Context: an optimization exercise on an open-source flow, tuned for small area, a short achievable clock period and few clock cycles. The choices shown serve that exercise and are no tape-out recipe. RTL that was checked went through simulation tests only; none was proved equivalent to the original.

==> module modulo, before the edit <==
module modulo #(parameter DATA_WIDTH = 8, parameter NRIP = 0)(
  input  logic [DATA_WIDTH-1:0] hi,
  input  logic [DATA_WIDTH-1:0] lo,
  input  logic [DATA_WIDTH-1:0] modulant,
  output logic [DATA_WIDTH-1:0] out
);
logic [DATA_WIDTH-1:0] r [0:DATA_WIDTH];
assign r[0] = hi;
genvar i;
generate
  for (i = 0; i < DATA_WIDTH; i++) begin : g_step
    logic [DATA_WIDTH:0]   d;
    assign d = {r[i], lo[DATA_WIDTH-1-i]};
    if (i < DATA_WIDTH - NRIP) begin : g_fast
      logic [DATA_WIDTH+1:0] t;
      assign t = {1'b0, d} - {2'b00, modulant};
      assign r[i+1] = t[DATA_WIDTH+1] ? d[DATA_WIDTH-1:0] : t[DATA_WIDTH-1:0];
    end else begin : g_ripple
      logic [DATA_WIDTH+1:0] bw;
      logic [DATA_WIDTH:0]   df, mm;
      assign mm = {1'b0, modulant};
      assign bw[0] = 1'b0;
      for (genvar k = 0; k <= DATA_WIDTH; k++) begin : g_bit
        assign df[k]   = d[k] ^ mm[k] ^ bw[k];
        assign bw[k+1] = (~d[k] & mm[k]) | (~(d[k] ^ mm[k]) & bw[k]);
      end
      assign r[i+1] = bw[DATA_WIDTH+1] ? d[DATA_WIDTH-1:0] : df[DATA_WIDTH-1:0];
    end
  end
endgenerate
assign out = r[DATA_WIDTH];
endmodule
export LEC_CHECK = 0
export CAP_MARGIN = 20
export CORE_MARGIN = 2
export CORE_UTILIZATION = 40
export SLEW_MARGIN = 20
create_clock -name core_clock -period 120.0 [get_ports {clk}]
standard.sh (not shown) runs the stock make flow with config.mk's settings and CLKGATE_MAP_FILE= SYNTH_SCRIPT=/design/flow/synth_recipe.tcl, a recipe that flattens the netlist after the stock synthesis.
==> flow/flow/run.sh <==
#!/bin/bash
# Own layout flow: the standard layout (standard.sh) with two changes.
#  1. Synthesis runs the standard flow's synthesis script with ABC mapping for area
#     (flow/synth.tcl, flow/area.abc); registers come out as in the standard
#     synthesis, only the logic between them is mapped differently.
#  2. Port buffers are sky130_fd_sc_hd__buf_2 cells (buffer_ports -buffer_cell).
# Every step's full log is in orfs/logs/; make's own output is in flow_make.log.
set -euo pipefail
W=$(pwd)
export OWN_ABC_SCRIPT=$W/flow/area.abc
export OWN_ABC_D=22000
export BUFFER_PORTS_ARGS="-buffer_cell sky130_fd_sc_hd__buf_2"
sed "s#SYNTH_SCRIPT=[^ ]*#SYNTH_SCRIPT=$W/flow/synth.tcl#" standard.sh > own_standard.sh
grep -q "SYNTH_SCRIPT=$W/flow/synth.tcl" own_standard.sh
bash own_standard.sh > flow_make.log 2>&1
test -s out/final.def
==> flow/flow/area.abc <==
strash
dc2
dch
map -a
strash
dc2
dch
map -a
strash
dc2
dch
map -a
topo
stime -c
buffer -c
upsize -c
dnsize -c
==> flow/flow/synth.tcl <==
# The standard flow's synthesis script (synth_recipe.tcl) unchanged, except that ABC maps
# the logic with the script in $OWN_ABC_SCRIPT (delay target $OWN_ABC_D ps)
# in place of ORFS's abc_speed / abc_area script.
proc synth {args} { yosys synth -nofsm -noshare {*}$args }
proc abc {args} {
  set i [lsearch -exact $args -script]
  if {$i >= 0} { lset args [expr {$i + 1}] $::env(OWN_ABC_SCRIPT) }
  set i [lsearch -exact $args -D]
  if {$i >= 0} { set args [lreplace $args $i [expr {$i + 1}]] }
  if {[info exists ::env(OWN_ABC_D)]} { lappend args -D $::env(OWN_ABC_D) }
  yosys abc {*}$args
}
source $::env(SCRIPTS_DIR)/synth.tcl
# left out here: clear keep_hierarchy, flatten, clean up, hide names made inside functions, write 1_2_yosys.v
Testbench counts at the start, summed over its fixed seeds: cycles 8,036.
Then changed:
--- a/flow/design.v
+++ b/flow/design.v
@@ -1,7 +1,7 @@
-module modulo #(parameter DATA_WIDTH = 8, parameter NRIP = 0)(
+module modulo #(parameter DATA_WIDTH = 8, parameter NRIP = 1)(
   input  logic [DATA_WIDTH-1:0] hi,
   input  logic [DATA_WIDTH-1:0] lo,
   input  logic [DATA_WIDTH-1:0] modulant,
   output logic [DATA_WIDTH-1:0] out
 );
 logic [DATA_WIDTH-1:0] r [0:DATA_WIDTH];
Non-clock buffer count is unchanged.
Synthesized area went down by 2.2%.
Via count is lower by about 3.6%.
Final area came out lower by 2.3%.
Setup slack is worse by 230 ps.
Clock-buffer cell count grows by 1.
Sequential share of layout area came out higher by 0.34 points.
Fmax falls by 0.90%.
Routed wire length came out lower by 1.2%.
Cell count is lower by about 4.4%.
Utilization is higher by 0.43 points.
Global-route usage stays flat.
Function not checked in the second run of this note: the RTL went through the layout flow alone.

========
Another version of the RTL of accelerator_interface (not shown whole).
Size in the first run: roughly 44 flip-flops, roughly 6100 sq um of cells after synthesis.
==> module modulo, before the edit <==
module modulo #(parameter DATA_WIDTH = 8, parameter NRIP = 4)(
  input  logic [DATA_WIDTH-1:0] hi,
  input  logic [DATA_WIDTH-1:0] lo,
  input  logic [DATA_WIDTH-1:0] modulant,
  output logic [DATA_WIDTH-1:0] out
);
logic [DATA_WIDTH-1:0] r [0:DATA_WIDTH];
assign r[0] = hi;
genvar i;
generate
  for (i = 0; i < DATA_WIDTH; i++) begin : g_step
    logic [DATA_WIDTH:0]   d;
    assign d = {r[i], lo[DATA_WIDTH-1-i]};
    if (i < DATA_WIDTH - NRIP) begin : g_fast
      logic [DATA_WIDTH+1:0] t;
      assign t = {1'b0, d} - {2'b00, modulant};
      assign r[i+1] = t[DATA_WIDTH+1] ? d[DATA_WIDTH-1:0] : t[DATA_WIDTH-1:0];
    end else begin : g_ripple
      logic [DATA_WIDTH+1:0] bw;
      logic [DATA_WIDTH:0]   df, mm;
      assign mm = {1'b0, modulant};
      assign bw[0] = 1'b0;
      for (genvar k = 0; k <= DATA_WIDTH; k++) begin : g_bit
        assign df[k]   = d[k] ^ mm[k] ^ bw[k];
        assign bw[k+1] = (~d[k] & mm[k]) | (~(d[k] ^ mm[k]) & bw[k]);
      end
      assign r[i+1] = bw[DATA_WIDTH+1] ? d[DATA_WIDTH-1:0] : df[DATA_WIDTH-1:0];
    end
  end
endgenerate
assign out = r[DATA_WIDTH];
endmodule
clock: 120.0 ns
lec_check: 0
cap_margin: 20
core_margin: 2
core_utilization: 40
slew_margin: 20
==> flow/flow/run.sh <==
#!/bin/bash
# Own layout flow: the standard layout (standard.sh) with two changes.
#  1. Synthesis runs the standard flow's synthesis script with ABC mapping for area
#     (flow/synth.tcl, flow/area.abc); registers come out as in the standard
#     synthesis, only the logic between them is mapped differently.
#  2. Port buffers are sky130_fd_sc_hd__buf_2 cells (buffer_ports -buffer_cell).
# Every step's full log is in orfs/logs/; make's own output is in flow_make.log.
set -euo pipefail
W=$(pwd)
export OWN_ABC_SCRIPT=$W/flow/area.abc
export OWN_ABC_D=22000
export SETUP_SLACK_MARGIN=94.9
export SETUP_MOVE_SEQUENCE=sizeup,swap
export BUFFER_PORTS_ARGS="-buffer_cell sky130_fd_sc_hd__buf_2"
sed "s#SYNTH_SCRIPT=[^ ]*#SYNTH_SCRIPT=$W/flow/synth.tcl#" standard.sh > own_standard.sh
grep -q "SYNTH_SCRIPT=$W/flow/synth.tcl" own_standard.sh
bash own_standard.sh > flow_make.log 2>&1
test -s out/final.def
Scripts as last shown in full above: flow/flow/area.abc, flow/flow/synth.tcl
Rerun with:
--- a/flow/design.v
+++ b/flow/design.v
@@ -1,5 +1,5 @@
-module modulo #(parameter DATA_WIDTH = 8, parameter NRIP = 4)(
+module modulo #(parameter DATA_WIDTH = 8, parameter NRIP = 2)(
   input  logic [DATA_WIDTH-1:0] hi,
   input  logic [DATA_WIDTH-1:0] lo,
   input  logic [DATA_WIDTH-1:0] modulant,
   output logic [DATA_WIDTH-1:0] out
=>
- via count went up by 2.9%
- final area rose by 2.2%
- count of clock-buffer cells in the layout went up by 1
- register-to-register slack gets better by 1.9 ns
- synthesized area came out higher by 4.7%
- core utilization came out lower by 2.2 points
- clock skew hardly moves
- fmax goes up by 2.0%
- routed wire length shrinks by 0.67%
No run of this note included a check of the RTL's function; only the layout flow was run.

========
== run B ==
The RTL this note starts from:
==> flow/design.v <==
module modulo #(parameter DATA_WIDTH = 8, parameter NRIP = 1)(
  input  logic [DATA_WIDTH-1:0] hi,
  input  logic [DATA_WIDTH-1:0] lo,
  input  logic [DATA_WIDTH-1:0] modulant,
  output logic [DATA_WIDTH-1:0] out
);
logic [DATA_WIDTH-1:0] r [0:DATA_WIDTH];
assign r[0] = hi;
genvar i;
generate
  for (i = 0; i < DATA_WIDTH; i++) begin : g_step
    logic [DATA_WIDTH:0]   d;
    assign d = {r[i], lo[DATA_WIDTH-1-i]};
    if (i < DATA_WIDTH - NRIP) begin : g_fast
      logic [DATA_WIDTH+1:0] t;
      assign t = {1'b0, d} - {2'b00, modulant};
      assign r[i+1] = t[DATA_WIDTH+1] ? d[DATA_WIDTH-1:0] : t[DATA_WIDTH-1:0];
    end else begin : g_ripple
      logic [DATA_WIDTH+1:0] bw;
      logic [DATA_WIDTH:0]   df, mm;
      assign mm = {1'b0, modulant};
      assign bw[0] = 1'b0;
      for (genvar k = 0; k <= DATA_WIDTH; k++) begin : g_bit
        assign df[k]   = d[k] ^ mm[k] ^ bw[k];
        assign bw[k+1] = (~d[k] & mm[k]) | (~(d[k] ^ mm[k]) & bw[k]);
      end
      assign r[i+1] = bw[DATA_WIDTH+1] ? d[DATA_WIDTH-1:0] : df[DATA_WIDTH-1:0];
    end
  end
endgenerate
assign out = r[DATA_WIDTH];
endmodule
module multiplicator #(parameter DATA_WIDTH = 8)(
  input  logic [DATA_WIDTH-1:0]   x,
  input  logic [DATA_WIDTH-1:0]   y,
  input  logic [DATA_WIDTH-1:0]   z,
  input  logic                    cin,
  output logic [2*DATA_WIDTH-1:0] out
);
localparam int W = DATA_WIDTH;
logic [W-1:0] s [0:W-1];    
logic [W-1:0] c [0:W-1];    
genvar k, j;
generate
  for (k = 0; k < W; k++) begin : g_row
    for (j = 0; j < W; j++) begin : g_col
      logic p, u, v;
      assign p = x[j] & y[k];
      if (k == 0) begin : g_first
        assign u = z[j];
        assign v = (j == 0) ? cin : 1'b0;
      end else begin : g_next
        assign u = (j == W-1) ? 1'b0 : s[k-1][j+1];
        assign v = c[k-1][j];
      end
      assign s[k][j] = p ^ u ^ v;
      assign c[k][j] = (p & u) | (v & (p ^ u));
    end
    assign out[k] = s[k][0];
  end
endgenerate
logic [W:0]   fc;
logic [W-1:0] fa;
assign fa = {1'b0, s[W-1][W-1:1]};
assign fc[0] = 1'b0;
for (genvar q = 0; q < W; q++) begin : g_fin
  assign out[W+q] = fa[q] ^ c[W-1][q] ^ fc[q];
  assign fc[q+1]  = (fa[q] & c[W-1][q]) | (fc[q] & (fa[q] ^ c[W-1][q]));
end
endmodule
module accelerator_interface #(parameter DATA_WIDTH = 8)(
  input  logic [DATA_WIDTH-1:0] a,
  input  logic [DATA_WIDTH-1:0] b,
  input  logic [DATA_WIDTH-1:0] modulant,
  input  logic                  start,
  input  logic [2:0]            control,
  input  logic                  clk,
  output logic [DATA_WIDTH-1:0] result,
  output logic                  finished
);
logic [7:0] a_r;     
logic [7:0] e_r;     
logic [7:0] m_r;     
logic [7:0] r;       
logic [2:0] j;       
logic       fin;
logic f_add, f_sub, f_div1, f_div2, f_mul;
logic f_sq;          
logic f_mula;        
logic f_e0;          
always_ff @(posedge clk) begin
  a_r <= a;
  e_r <= b;
  m_r <= modulant;
end
logic [2:0] lead;    
always_comb begin
  lead = 3'd0;
  for (int k = 0; k < 8; k++)
    if (e_r[k]) lead = k[2:0];
end
logic [2:0] nidx;    
logic       nbit;
assign nidx = (f_e0 ? lead : j) - 3'd1;
assign nbit = e_r[nidx];
logic [7:0]  y_op, z_op;
logic [15:0] prod;
logic [7:0]  hi;
logic [7:0]  red;
assign y_op = ({8{f_mula}} & a_r)
            | ({8{f_mul}}  & e_r)
            | ({8{f_sq}}   & r)
            | {7'd0, f_add | f_sub | f_div1};
assign z_op = ({8{f_add | f_div2}} & e_r) | ({8{f_sub}} & ~e_r);
multiplicator #(.DATA_WIDTH(8)) u_mul (.x(r), .y(y_op), .z(z_op), .cin(f_sub), .out(prod));
assign hi = f_div2 ? r
          : f_sub  ? (prod[8] ? 8'd0 : {m_r[7:1], 1'b0})
          :          prod[15:8];
modulo #(.DATA_WIDTH(8)) u_red (.hi(hi), .lo(prod[7:0]), .modulant(m_r), .out(red));
logic e_small;       
logic sq_last;       
assign e_small = f_e0 & (lead == 3'd0);
assign sq_last = (nidx == 3'd0) & ~nbit;
always_ff @(posedge clk) begin
  if (start) begin
    r      <= (control == 3'b011) ? 8'd1 : a;
    fin    <= (control == 3'b011);
    f_add  <= (control == 3'b000);
    f_sub  <= (control == 3'b001);
    f_div1 <= (control == 3'b010);
    f_div2 <= 1'b0;
    f_mul  <= (control == 3'b100);
    f_sq   <= (control == 3'b101);
    f_e0   <= (control == 3'b101);
    f_mula <= 1'b0;
  end else begin
    if (e_small) begin
      if (!e_r[0]) r <= 8'd1;         
    end else if (f_add | f_sub | f_div1 | f_div2 | f_mul | f_sq | f_mula)
      r <= red;
    if (f_add | f_sub | f_div2 | f_mul | e_small
        | (f_sq & sq_last) | (f_mula & (j == 3'd0)))
      fin <= 1'b1;
    if (f_sq) j <= nidx;
    f_add  <= 1'b0;
    f_sub  <= 1'b0;
    f_mul  <= 1'b0;
    f_div1 <= 1'b0;
    f_div2 <= f_div1;
    f_e0   <= 1'b0;
    f_sq   <= (f_sq & ~e_small & ~nbit & ~sq_last) | (f_mula & (j != 3'd0));
    f_mula <= f_sq & ~e_small & nbit;
  end
end
assign result   = r;
assign finished = fin;
endmodule
export LEC_CHECK = 0
export CAP_MARGIN = 20
export CORE_MARGIN = 2
export CORE_UTILIZATION = 40
export SLEW_MARGIN = 20
create_clock -name core_clock -period 120.0 [get_ports {clk}]
==> flow/flow/run.sh <==
#!/bin/bash
# Own layout flow: the standard layout (standard.sh) with two changes.
#  1. Synthesis runs the standard flow's synthesis script with ABC mapping for area
#     (flow/synth.tcl, flow/area.abc); registers come out as in the standard
#     synthesis, only the logic between them is mapped differently.
#  2. Port buffers are sky130_fd_sc_hd__buf_2 cells (buffer_ports -buffer_cell).
# Every step's full log is in orfs/logs/; make's own output is in flow_make.log.
set -euo pipefail
W=$(pwd)
export OWN_ABC_SCRIPT=$W/flow/area.abc
export OWN_ABC_D=22000
export SETUP_SLACK_MARGIN=94.9
export BUFFER_PORTS_ARGS="-buffer_cell sky130_fd_sc_hd__buf_2"
sed "s#SYNTH_SCRIPT=[^ ]*#SYNTH_SCRIPT=$W/flow/synth.tcl#" standard.sh > own_standard.sh
grep -q "SYNTH_SCRIPT=$W/flow/synth.tcl" own_standard.sh
bash own_standard.sh > flow_make.log 2>&1
test -s out/final.def
Scripts as last shown in full above: flow/flow/area.abc, flow/flow/synth.tcl
> inputs changed (run B -> run E)
--- a/flow/design.v
+++ b/flow/design.v
@@ -1,3 +1,3 @@
-module modulo #(parameter DATA_WIDTH = 8, parameter NRIP = 1)(
+module modulo #(parameter DATA_WIDTH = 8, parameter NRIP = 2)(
   input  logic [DATA_WIDTH-1:0] hi,
   input  logic [DATA_WIDTH-1:0] lo,
==> comparison <==
Summary of the comparison: xor and xnor area share after synthesis is lower in run E, relative to run B. Of run B and run E, run E shows the lower multi-input logic cell count, with run B above it. Run E does worse than run B on setup slack. Going from run B to run E, worst hold slack now sits higher. [compare] base=run B new=run E: final instance area rose by 1.7%; post-synthesis net count fell by about 1.8%; number of rows in the core area rose by 1; area growth from synthesis to final layout rose by 0.61 points.
Function was not checked in any run of this note: the RTL went through the layout flow alone.

========
== the baseline ==
// accelerator_interface: RTL as listed in full above, without the edits since
clock: 120.0 ns
lec_check: 0
cap_margin: 20
core_margin: 2
core_utilization: 40
slew_margin: 20
==> flow/flow/run.sh <==
#!/bin/bash
# Own layout flow: the standard layout (standard.sh) with two changes.
#  1. Synthesis runs the standard flow's synthesis script with ABC mapping for area
#     (flow/synth.tcl, flow/area.abc); registers come out as in the standard
#     synthesis, only the logic between them is mapped differently.
#  2. Port buffers are sky130_fd_sc_hd__buf_2 cells (buffer_ports -buffer_cell).
# Every step's full log is in orfs/logs/; make's own output is in flow_make.log.
set -euo pipefail
W=$(pwd)
export OWN_ABC_SCRIPT=$W/flow/area.abc
export OWN_ABC_D=22000
export SETUP_SLACK_MARGIN=94.9
export SETUP_MOVE_SEQUENCE=sizeup,swap
export BUFFER_PORTS_ARGS="-buffer_cell sky130_fd_sc_hd__buf_2"
sed "s#SYNTH_SCRIPT=[^ ]*#SYNTH_SCRIPT=$W/flow/synth.tcl#" standard.sh > own_standard.sh
grep -q "SYNTH_SCRIPT=$W/flow/synth.tcl" own_standard.sh
bash own_standard.sh > flow_make.log 2>&1
test -s out/final.def
Scripts as last shown in full above: flow/flow/area.abc, flow/flow/synth.tcl
[inputs] the candidate vs the baseline
diff --git a/flow/design.v b/flow/design.v
--- a/flow/design.v
+++ b/flow/design.v
@@ -1,4 +1,4 @@
-module modulo #(parameter DATA_WIDTH = 8, parameter NRIP = 1)(
+module modulo #(parameter DATA_WIDTH = 8, parameter NRIP = 8)(
   input  logic [DATA_WIDTH-1:0] hi,
   input  logic [DATA_WIDTH-1:0] lo,
   input  logic [DATA_WIDTH-1:0] modulant,
--- outcome ---
The candidate gives less largest stage delay on the critical path than the baseline did. Compared with the baseline, in the candidate worst-case reg-to-reg path depth higher, number of synthesized flops with an enable pin roughly the same, net count after synthesis lower. Number of cells produced by synthesis of the candidate falls short of that of the baseline by more than 10%. Between the candidate and the baseline, it is the candidate whose setup slack is lower, by 4150 ps. The candidate ends up with lower final routed wirelength across all metal layers than the baseline does. Taking the baseline as the reference, in the candidate total routing usage reported by global routing went up, clock skew went up, final cell count went down.
No run of this note included a check of the RTL's function; only the layout flow was run.

-- re-timing with driven ports --
In the flow no input, the clock included, has a driving cell. The finished layouts below were timed again as built, in two steps.
Step 1 (the two cells are an assumption about what drives the block):
set clk [get_ports {clk}]
set_driving_cell -lib_cell sky130_fd_sc_hd__clkbuf_16 $clk
set_driving_cell -lib_cell sky130_fd_sc_hd__buf_2 [delete_from_list [all_inputs] $clk]
Step 2 moves the port delays by t, midway between the first and last clock arrival at a register: inputs arrive t later, outputs are due t later. That takes back most of the time a late clock gives input paths.
Slacks: no drivers / after step 1 / after step 2; pairs: no drivers / after step 1.
run	t, ns	slack for setup (ns)	cell pins on the clock port's net
the first run of note 1	0.332	94.919 / 94.938 / 94.608	1
the second run of note 1	0.315	94.690 / 94.690 / 94.670	1
the first run of note 2	0.324	94.432 / 94.432 / 94.432	1
the second run of note 2	0.324	94.938 / 94.900 / 94.702	1
run B	0.315	94.966 / 94.934 / 94.708	1
run E	0.324	94.934 / 94.896 / 94.702	1
the baseline	0.315	94.911 / 94.879 / 94.698	1
the candidate	0.329	90.763 / 90.763 / 90.763	1
After both steps every run listed still meets setup and hold. For the first run of note 1, which loses most, drivers alone change the setup slack by +0.019 ns; drivers and shift together by -0.311 ns.
